Context: an optimization exercise on an open-source flow, tuned for small area, a short achievable clock period and few clock cycles per item. The choices shown serve that exercise and are no tape-out recipe.
Where RTL was checked, it was by simulation tests only, not by an equivalence proof against the original.

==> 04-01: inputs <==
Design mult_top, start of the top module:
module mult_top (
    input  logic        clock,
    input  logic        reset,
    input  logic        in_valid,
    input  logic [31:0] in_rs1,
    input  logic [31:0] in_rs2,
    input  logic [5:0]  in_dest,
    input  logic [3:0]  in_bm,
    input  logic [2:0]  in_func,
    output logic        fu_free,
    input  logic [3:0]  b_mm_resolve,
    input  logic        b_mm_mispred,
    input  logic        cdb_gnt,
    output logic        out_valid,
    output logic [31:0] out_result,
    output logic [5:0]  out_dest
);
export LEC_CHECK = 0
export ABC_CLOCK_PERIOD_IN_PS = 3000
export CAP_MARGIN = 20
export CORE_MARGIN = 2
export CORE_UTILIZATION = 65
export PLACE_DENSITY = 0.75
export SETUP_SLACK_MARGIN = 2.0
export SLEW_MARGIN = 20
export SYNTH_HIERARCHICAL = 1
export SYNTH_MINIMUM_KEEP_SIZE = 0
create_clock -name core_clock -period 6.5 [get_ports {clock}]
run.sh (not shown) runs the stock make flow with config.mk's settings and CLKGATE_MAP_FILE= SYNTH_SCRIPT=/design/flow/synth_recipe.tcl, a recipe that flattens the netlist after the stock synthesis.
==> 02-28 (differences from 04-01) <==
==> flow/config.mk (replaced) <==
export PLATFORM = sky130hd
export DESIGN_NAME = mult_top
export DESIGN_NICKNAME = mult_top
export VERILOG_FILES = /design/flow/design.v
export SDC_FILE = /design/flow/constraint.sdc
export NUM_CORES = 4
export LEC_CHECK = 0
export CAP_MARGIN = 20
export CORE_MARGIN = 2
export CORE_UTILIZATION = 40
export PLACE_DENSITY = 0.6
export SLEW_MARGIN = 20
export SYNTH_HIERARCHICAL = 1
export SYNTH_MINIMUM_KEEP_SIZE = 0
==> 03-10 (differences from 04-01) <==
--- a/flow/config.mk
+++ b/flow/config.mk
@@ -5,7 +5,6 @@
 export SDC_FILE = /design/flow/constraint.sdc
 export NUM_CORES = 4
 export LEC_CHECK = 0
-export ABC_CLOCK_PERIOD_IN_PS = 3000
 export CAP_MARGIN = 20
 export CORE_MARGIN = 2
 export CORE_UTILIZATION = 65
==> impl_metrics.env <==
export IMPL_status="no timing/DRC/antenna violations"
export IMPL_drtIter0Drc=2975
export IMPL_finalSetupViolations=0
export IMPL_die_h_microns=235
export IMPL_timing_final_ws_setup_ns=0.294
export IMPL_final_nets=3780
export IMPL_rrSetupSlack_ns=3.77
export IMPL_rows=84
The numbers above come from 04-01.

==> impl_metrics.env <==
export IMPL_status="failed layout checks"
export IMPL_die_h_microns=299
export IMPL_timing_final_ws_setup_ns=-0.0596
export IMPL_so_faults="setup timing"
export IMPL_finalSetupViolations=1
The numbers above come from 02-28.

==> impl_metrics.env <==
export IMPL_status="no timing/DRC/antenna violations"
export IMPL_finalSetupViolations=0
export IMPL_drtIter0Drc=2975
export IMPL_die_h_microns=235
export IMPL_rows=84
export IMPL_final_nets=3780
The numbers above come from 03-10.

Function was not checked in any run of this note: the RTL went through the layout flow alone.

---

==> inputs of sierra <==
Another version of the RTL of mult_top (not shown whole).
Settings: LEC_CHECK=0, CAP_MARGIN=20, CORE_MARGIN=2, CORE_UTILIZATION=50, CTS_BUF_LIST=sky130_fd_sc_hd__clkbuf_4 sky130_fd_sc_hd__clkbuf_8, PLACE_DENSITY=0.65, SETUP_SLACK_MARGIN=1.5, SLEW_MARGIN=20, SYNTH_HIERARCHICAL=1, SYNTH_MINIMUM_KEEP_SIZE=0, TNS_END_PERCENT=0; clock period 6.5 ns.
standard.sh (not shown) runs the stock make flow with config.mk's settings and CLKGATE_MAP_FILE= SYNTH_SCRIPT=/design/flow/synth_recipe.tcl, a recipe that flattens the netlist after the stock synthesis.
==> flow/flow/run.sh <==
#!/bin/bash
# The standard layout (standard.sh) with two changes to how it is made:
# the input and output ports get plain buf_2 buffers (buffer_ports would
# otherwise pick a delay cell), and clock-tree synthesis inserts no dummy
# loads.  The full make output goes to standard.log in the work folder.
set -euo pipefail
export BUFFER_PORTS_ARGS="-buffer_cell sky130_fd_sc_hd__buf_2"
export CTS_ARGS="-sink_clustering_enable -repair_clock_nets -dont_use_dummy_load -buf_list {sky130_fd_sc_hd__clkbuf_4 sky130_fd_sc_hd__clkbuf_8}"
bash standard.sh > standard.log 2>&1
==> inputs of nickel, as changes to sierra <==
--- a/flow/design.v
+++ b/flow/design.v
@@ -46,25 +46,21 @@
     assign g = ~(g1 & (p1 | g0));
 endmodule
 module mult_and (input logic a, b, output logic y);
     assign y = a & b;
 endmodule
-module mult_sgn (input logic [1:0] f, input logic s, output logic y);
-    assign y = ~(f[1] & f[0]) & s;
-endmodule
 module mult_pre (
     input  logic [31:0] rs1,
     input  logic [31:0] rs2,
     input  logic [1:0]  func,    
     output logic [123:0] t
 );
     logic [34:0] ax, bx;
-    logic sa0, sa1, sb;
-    mult_sgn g_sa0 (.f(func), .s(rs1[31]), .y(sa0));
-    mult_sgn g_sa1 (.f(func), .s(rs1[31]), .y(sa1));
+    logic sa, sb;
+    assign sa = ~(func[1] & func[0]) & rs1[31];
     assign sb = ~func[1] & rs2[31];
-    assign ax = {sa1, sa0, rs1, 1'b0};
+    assign ax = {sa, sa, rs1, 1'b0};
     assign bx = {sb, sb, rs2, 1'b0};
     logic u;         
     assign u = func[1] & rs2[31];
     logic [15:0] one, two;
     mult_benc e0 (.b2(bx[2]), .b1(bx[1]), .b0(bx[0]), .one(one[0]), .two(two[0]));
--- a/flow/config.mk
+++ b/flow/config.mk
@@ -7,11 +7,11 @@
 export LEC_CHECK = 0
 export CAP_MARGIN = 20
 export CORE_MARGIN = 2
 export CORE_UTILIZATION = 50
 export CTS_BUF_LIST = sky130_fd_sc_hd__clkbuf_4 sky130_fd_sc_hd__clkbuf_8
-export PLACE_DENSITY = 0.65
+export PLACE_DENSITY = 0.75
 export SETUP_SLACK_MARGIN = 1.5
 export SLEW_MARGIN = 20
 export SYNTH_HIERARCHICAL = 1
 export SYNTH_MINIMUM_KEEP_SIZE = 0
 export TNS_END_PERCENT = 0
==> inputs of cedar, as changes to sierra <==
--- a/flow/design.v
+++ b/flow/design.v
@@ -46,25 +46,21 @@
     assign g = ~(g1 & (p1 | g0));
 endmodule
 module mult_and (input logic a, b, output logic y);
     assign y = a & b;
 endmodule
-module mult_sgn (input logic [1:0] f, input logic s, output logic y);
-    assign y = ~(f[1] & f[0]) & s;
-endmodule
 module mult_pre (
     input  logic [31:0] rs1,
     input  logic [31:0] rs2,
     input  logic [1:0]  func,    
     output logic [123:0] t
 );
     logic [34:0] ax, bx;
-    logic sa0, sa1, sb;
-    mult_sgn g_sa0 (.f(func), .s(rs1[31]), .y(sa0));
-    mult_sgn g_sa1 (.f(func), .s(rs1[31]), .y(sa1));
+    logic sa, sb;
+    assign sa = ~(func[1] & func[0]) & rs1[31];
     assign sb = ~func[1] & rs2[31];
-    assign ax = {sa1, sa0, rs1, 1'b0};
+    assign ax = {sa, sa, rs1, 1'b0};
     assign bx = {sb, sb, rs2, 1'b0};
     logic u;         
     assign u = func[1] & rs2[31];
     logic [15:0] one, two;
     mult_benc e0 (.b2(bx[2]), .b1(bx[1]), .b0(bx[0]), .one(one[0]), .two(two[0]));
--- a/flow/config.mk
+++ b/flow/config.mk
@@ -12,6 +12,5 @@
 export PLACE_DENSITY = 0.65
 export SETUP_SLACK_MARGIN = 1.5
 export SLEW_MARGIN = 20
 export SYNTH_HIERARCHICAL = 1
 export SYNTH_MINIMUM_KEEP_SIZE = 0
-export TNS_END_PERCENT = 0
==> qor summary <==
Result of the run: sierra no timing/DRC/antenna violations; nickel no timing/DRC/antenna violations; cedar no timing/DRC/antenna violations
Initial standard-cell utilization of the core: sierra 0.5037; nickel 0.5034; cedar 0.5034
WP data arrival: sierra 5.40 ns; nickel 5.35 ns; cedar 3.79 ns
Most frequent CP cell: sierra sky130_fd_sc_hd__fa_1; nickel sky130_fd_sc_hd__fa_1; cedar -
Time the final worst path needs with I/O delays and setup: sierra 5.219 ns; nickel 5.166 ns; cedar 5.092 ns
Share of the synthesized area in the top cell type: sierra 0.3375; nickel 0.3376; cedar 0.3376
Drt wl/cell: sierra 30.45 um; nickel 29.77 um; cedar 30.48 um
Final design instance area without fill: sierra 32970 um2; nickel 32720 um2; cedar 33250 um2
Largest incremental delay on the critical path: sierra 0.63 ns; nickel 0.59 ns; cedar 0.57 ns
Multi-input logic area: sierra 25330 um2; nickel 25360 um2; cedar 25410 um2
Number of cells after detailed placement: sierra 3415; nickel 3392; cedar 3410
Gr usage total: sierra 0.3586; nickel 0.3498; cedar 0.3582
Routability cong.: sierra 0.9892; nickel 0.9848; cedar 0.9754
Testbench counts of nickel, summed over its fixed seeds: cycles 6,414, items 4,800.
Testbench counts of cedar, summed over its fixed seeds: cycles 6,414, items 4,800.
For sierra, only the layout was checked, not whether the RTL still works.

[port drivers added, routing unchanged]
How much do the figures lean on ideal ports? The routed layouts below were timed once more, with nothing changed but the port constraints.
Step 1 assumes that a clkbuf_16 drives the clock port and a buf_2 every other input.
Step 2 times the ports against the registers' clock, not the clock port: input delays grow and output delays shrink by t, the midpoint of the rising clock arrivals with the driver on.
a / b / c = ideal ports / drivers / drivers and shift; a / b = the first two.
| run | t, ns | setup slack, ns | worst slew at a driven data input, ns | pins driven straight from the clock port |
|---|---|---|---|---|
| 04-01 | 0.617 | 0.294 / 0.228 / 0.845 | 0.14 | 1 |
| 02-28 | 0.635 | -0.060 / -0.118 / 0.517 | 0.18 | 1 |
| 03-10 | 0.617 | 0.294 / 0.228 / 0.845 | 0.14 | 1 |
| sierra | 0.512 | 1.281 / 1.231 / 0.718 | 0.13 | 1 |
| nickel | 0.514 | 1.334 / 1.358 / 0.844 | 0.12 | 1 |
| cedar | 0.516 | 1.408 / 1.361 / 0.890 | 0.14 | 1 |
For sierra, which loses most, drivers alone change the setup slack by -0.050 ns; drivers and shift together by -0.563 ns.
